From an optimization exercise on the open Yosys and OpenROAD flow, aimed at small area, a short achievable clock period and few clock cycles per item; shortcuts taken in it are not production practice.

==> flow/design.v <==
module modulo_sec#(
  parameter SIZE = 16,
  parameter CALCULATION_OUT = 1'b0 )(
  input clk,
  input rst,
  input [(SIZE-1):0] divident,
  input [(SIZE-1):0] divisor,
  input start,
  output done,
  output [(SIZE-1):0] remainder);
  localparam CW = $clog2(SIZE);
  function [3:0] lzc;
    input [15:0] v;
    reg [3:0] z;
    reg [1:0] lz0, lz1, lz2, lz3, hi;
    begin
      z[3] = ~|v[15:12]; z[2] = ~|v[11:8]; z[1] = ~|v[7:4]; z[0] = ~|v[3:0];
      lz3 = {~v[15] & ~v[14], ~v[15] & (v[14] | ~v[13])};
      lz2 = {~v[11] & ~v[10], ~v[11] & (v[10] | ~v[9])};
      lz1 = {~v[7] & ~v[6], ~v[7] & (v[6] | ~v[5])};
      lz0 = {~v[3] & ~v[2], ~v[3] & (v[2] | ~v[1])};
      hi = {z[3] & z[2], z[3] & (~z[2] | z[1])};
      case (hi)
        2'd0: lzc = {hi, lz3};
        2'd1: lzc = {hi, lz2};
        2'd2: lzc = {hi, lz1};
        default: lzc = {hi, lz0};
      endcase
    end
  endfunction
  function [SIZE:0] sub_bk;
    input [SIZE-1:0] x, y;
    reg [SIZE-1:0] g, p, gn, pn;
    integer i, j, l;
    begin
      for (i = 0; i < SIZE; i = i + 1) begin
        g[i] = ~x[i] & y[i];
        p[i] = ~(x[i] ^ y[i]);
      end
      for (l = 0; (1 << l) < SIZE; l = l + 1) begin
        gn = g; pn = p;
        for (i = 0; i < SIZE; i = i + 1)
          if (((i + 1) % (2 << l)) == 0) begin
            j = i - (1 << l);
            gn[i] = g[i] | (p[i] & g[j]);
            pn[i] = p[i] & p[j];
          end
        g = gn; p = pn;
      end
      for (l = CW - 2; l >= 0; l = l - 1) begin
        gn = g; pn = p;
        for (i = 0; i < SIZE; i = i + 1)
          if (((i + 1) % (2 << l)) == (1 << l) && i > (1 << l)) begin
            j = i - (1 << l);
            gn[i] = g[i] | (p[i] & g[j]);
            pn[i] = p[i] & p[j];
          end
        g = gn; p = pn;
      end
      sub_bk[SIZE] = g[SIZE-1];
      sub_bk[0] = x[0] ^ y[0];
      for (i = 1; i < SIZE; i = i + 1)
        sub_bk[i] = x[i] ^ y[i] ^ g[i-1];
    end
  endfunction
  reg busy;
  reg [SIZE-1:0] rem_reg, div_reg;
  reg [CW-1:0] cnt;
  assign done = ~busy;
  assign remainder = rem_reg;
  wire [CW-1:0] lz_a = lzc(divident);
  wire [CW-1:0] lz_b = lzc(divisor);
  wire [CW:0] shift = {1'b0, lz_b} - {1'b0, lz_a};
  wire [SIZE:0] diff = sub_bk(rem_reg, div_reg);
  always @(posedge clk) begin
    if (busy) begin
      if (~diff[SIZE])
        rem_reg <= diff[SIZE-1:0];
      div_reg <= div_reg >> 1;
      cnt <= cnt - 1'b1;
    end else begin
      if (start)
        rem_reg <= divident;
      div_reg <= divisor << shift[CW-1:0];
      cnt <= shift[CW-1:0];
    end
  end
  always @(posedge clk or posedge rst) begin
    if (rst)
      busy <= 1'b0;
    else if (busy)
      busy <= |cnt;
    else
      busy <= start & ~shift[CW];
  end
endmodule
==> flow/config.mk <==
export PLATFORM = sky130hd
export DESIGN_NAME = modulo_sec
export DESIGN_NICKNAME = modulo_sec
export VERILOG_FILES = /design/flow/design.v
export SDC_FILE = /design/flow/constraint.sdc
export NUM_CORES = 4
export LEC_CHECK = 0
export CAP_MARGIN = 20
export CORE_MARGIN = 2
export CORE_UTILIZATION = 40
export SETUP_SLACK_MARGIN = 1.5
export SLEW_MARGIN = 20
==> flow/constraint.sdc <==
create_clock -name core_clock -period 4.0 [get_ports {clk}]
set_input_delay 0.8000 -clock core_clock [delete_from_list [all_inputs] [get_ports {clk}]]
set_output_delay 0.8000 -clock core_clock [all_outputs]
set_load 0.01 [all_outputs]
standard.sh (not shown) runs the stock make flow with config.mk's settings and CLKGATE_MAP_FILE= SYNTH_SCRIPT=/design/flow/synth_recipe.tcl, a recipe that flattens the netlist after the stock synthesis.
==> flow/flow/run.sh <==
#!/bin/bash
# The standard layout, with plain buf_1 cells (not delay cells) as the port buffers.
set -euo pipefail
bash standard.sh BUFFER_PORTS_ARGS="-buffer_cell sky130_fd_sc_hd__buf_1" finish > standard.log 2>&1
The starting point passed the timing, design-rule and antenna checks.
Next try:
--- a/flow/design.v
+++ b/flow/design.v
@@ -8,7 +8,7 @@
   input start,
   output done,
   output [(SIZE-1):0] remainder);
-  localparam CW = $clog2(SIZE);
+  localparam CW = 4;   
   function [3:0] lzc;
     input [15:0] v;
     reg [3:0] z;
@@ -63,34 +63,38 @@
         sub_bk[i] = x[i] ^ y[i] ^ g[i-1];
     end
   endfunction
-  reg busy;
+  reg idle, align;
   reg [SIZE-1:0] rem_reg, div_reg;
   reg [CW-1:0] cnt;
-  assign done = ~busy;
+  assign done = idle;
   assign remainder = rem_reg;
   wire [CW-1:0] lz_a = lzc(divident);
   wire [CW-1:0] lz_b = lzc(divisor);
   wire [CW:0] shift = {1'b0, lz_b} - {1'b0, lz_a};
   wire [SIZE:0] diff = sub_bk(rem_reg, div_reg);
   always @(posedge clk) begin
-    if (busy) begin
+    if (idle) begin
+      if (start)
+        rem_reg <= divident;
+      div_reg <= divisor << shift[2:0];
+      cnt <= shift[CW-1:0];
+      align <= shift[CW-1];
+    end else if (align) begin
+      div_reg <= div_reg << 8;
+      align <= 1'b0;
+    end else begin
       if (~diff[SIZE])
         rem_reg <= diff[SIZE-1:0];
       div_reg <= div_reg >> 1;
       cnt <= cnt - 1'b1;
-    end else begin
-      if (start)
-        rem_reg <= divident;
-      div_reg <= divisor << shift[CW-1:0];
-      cnt <= shift[CW-1:0];
     end
   end
   always @(posedge clk or posedge rst) begin
     if (rst)
-      busy <= 1'b0;
-    else if (busy)
-      busy <= |cnt;
-    else
-      busy <= start & ~shift[CW];
+      idle <= 1'b1;
+    else if (idle)
+      idle <= ~start | shift[CW];
+    else if (~align)
+      idle <= ~|cnt;
   end
 endmodule
- The new run completed with no timing, DRC or antenna violations
- via count went down by 1.4%
- worst setup slack improved by 200 ps
- cell area falls by 5.1%
- routed wire length goes up by about 9%
- critical path depth increases by 1
- global-route usage goes up by 1.1 points
- non-clock buffer count goes down by 14
- maximum frequency goes up by 5.6%
- die area goes down by 2.2%
- flip-flop and latch count went up by 1
- register-to-register slack gets better by 180 ps
- hold slack gets better by 180 ps
No functional check of the RTL was part of any run of this note.

[re-timing with driven ports]
Ports are ideal in the flow. The routed layouts listed here were re-timed in OpenROAD. Step 1 (the two cells are an assumption about what drives the block):
set clk [get_ports {clk}]
set_driving_cell -lib_cell sky130_fd_sc_hd__clkbuf_16 $clk
set_driving_cell -lib_cell sky130_fd_sc_hd__buf_2 [delete_from_list [all_inputs] $clk]
Step 2, shift: input delay + t, output delay - t, t = (earliest + latest rising clock arrival at the registers) / 2. This alone moves slack from input paths to output paths. Slacks: ideal / step 1 / step 2; pairs: ideal / step 1.
run	shift t [ns]	setup WS [ns]	worst setup path after step 2	worst register clock-pin slew, ns	worst data-port slew with drivers (ns)
the first run	0.317	0.314 / 0.304 / -0.013	input to register	0.08 / 0.08	0.05
the second run	0.316	0.510 / 0.505 / 0.189	input to register	0.08 / 0.08	0.05
Met with ideal ports but missed after step 2: setup timing in the first run. The setup slack of the first run, which loses most, moves by -0.010 ns with the drivers and by -0.327 ns with both steps.
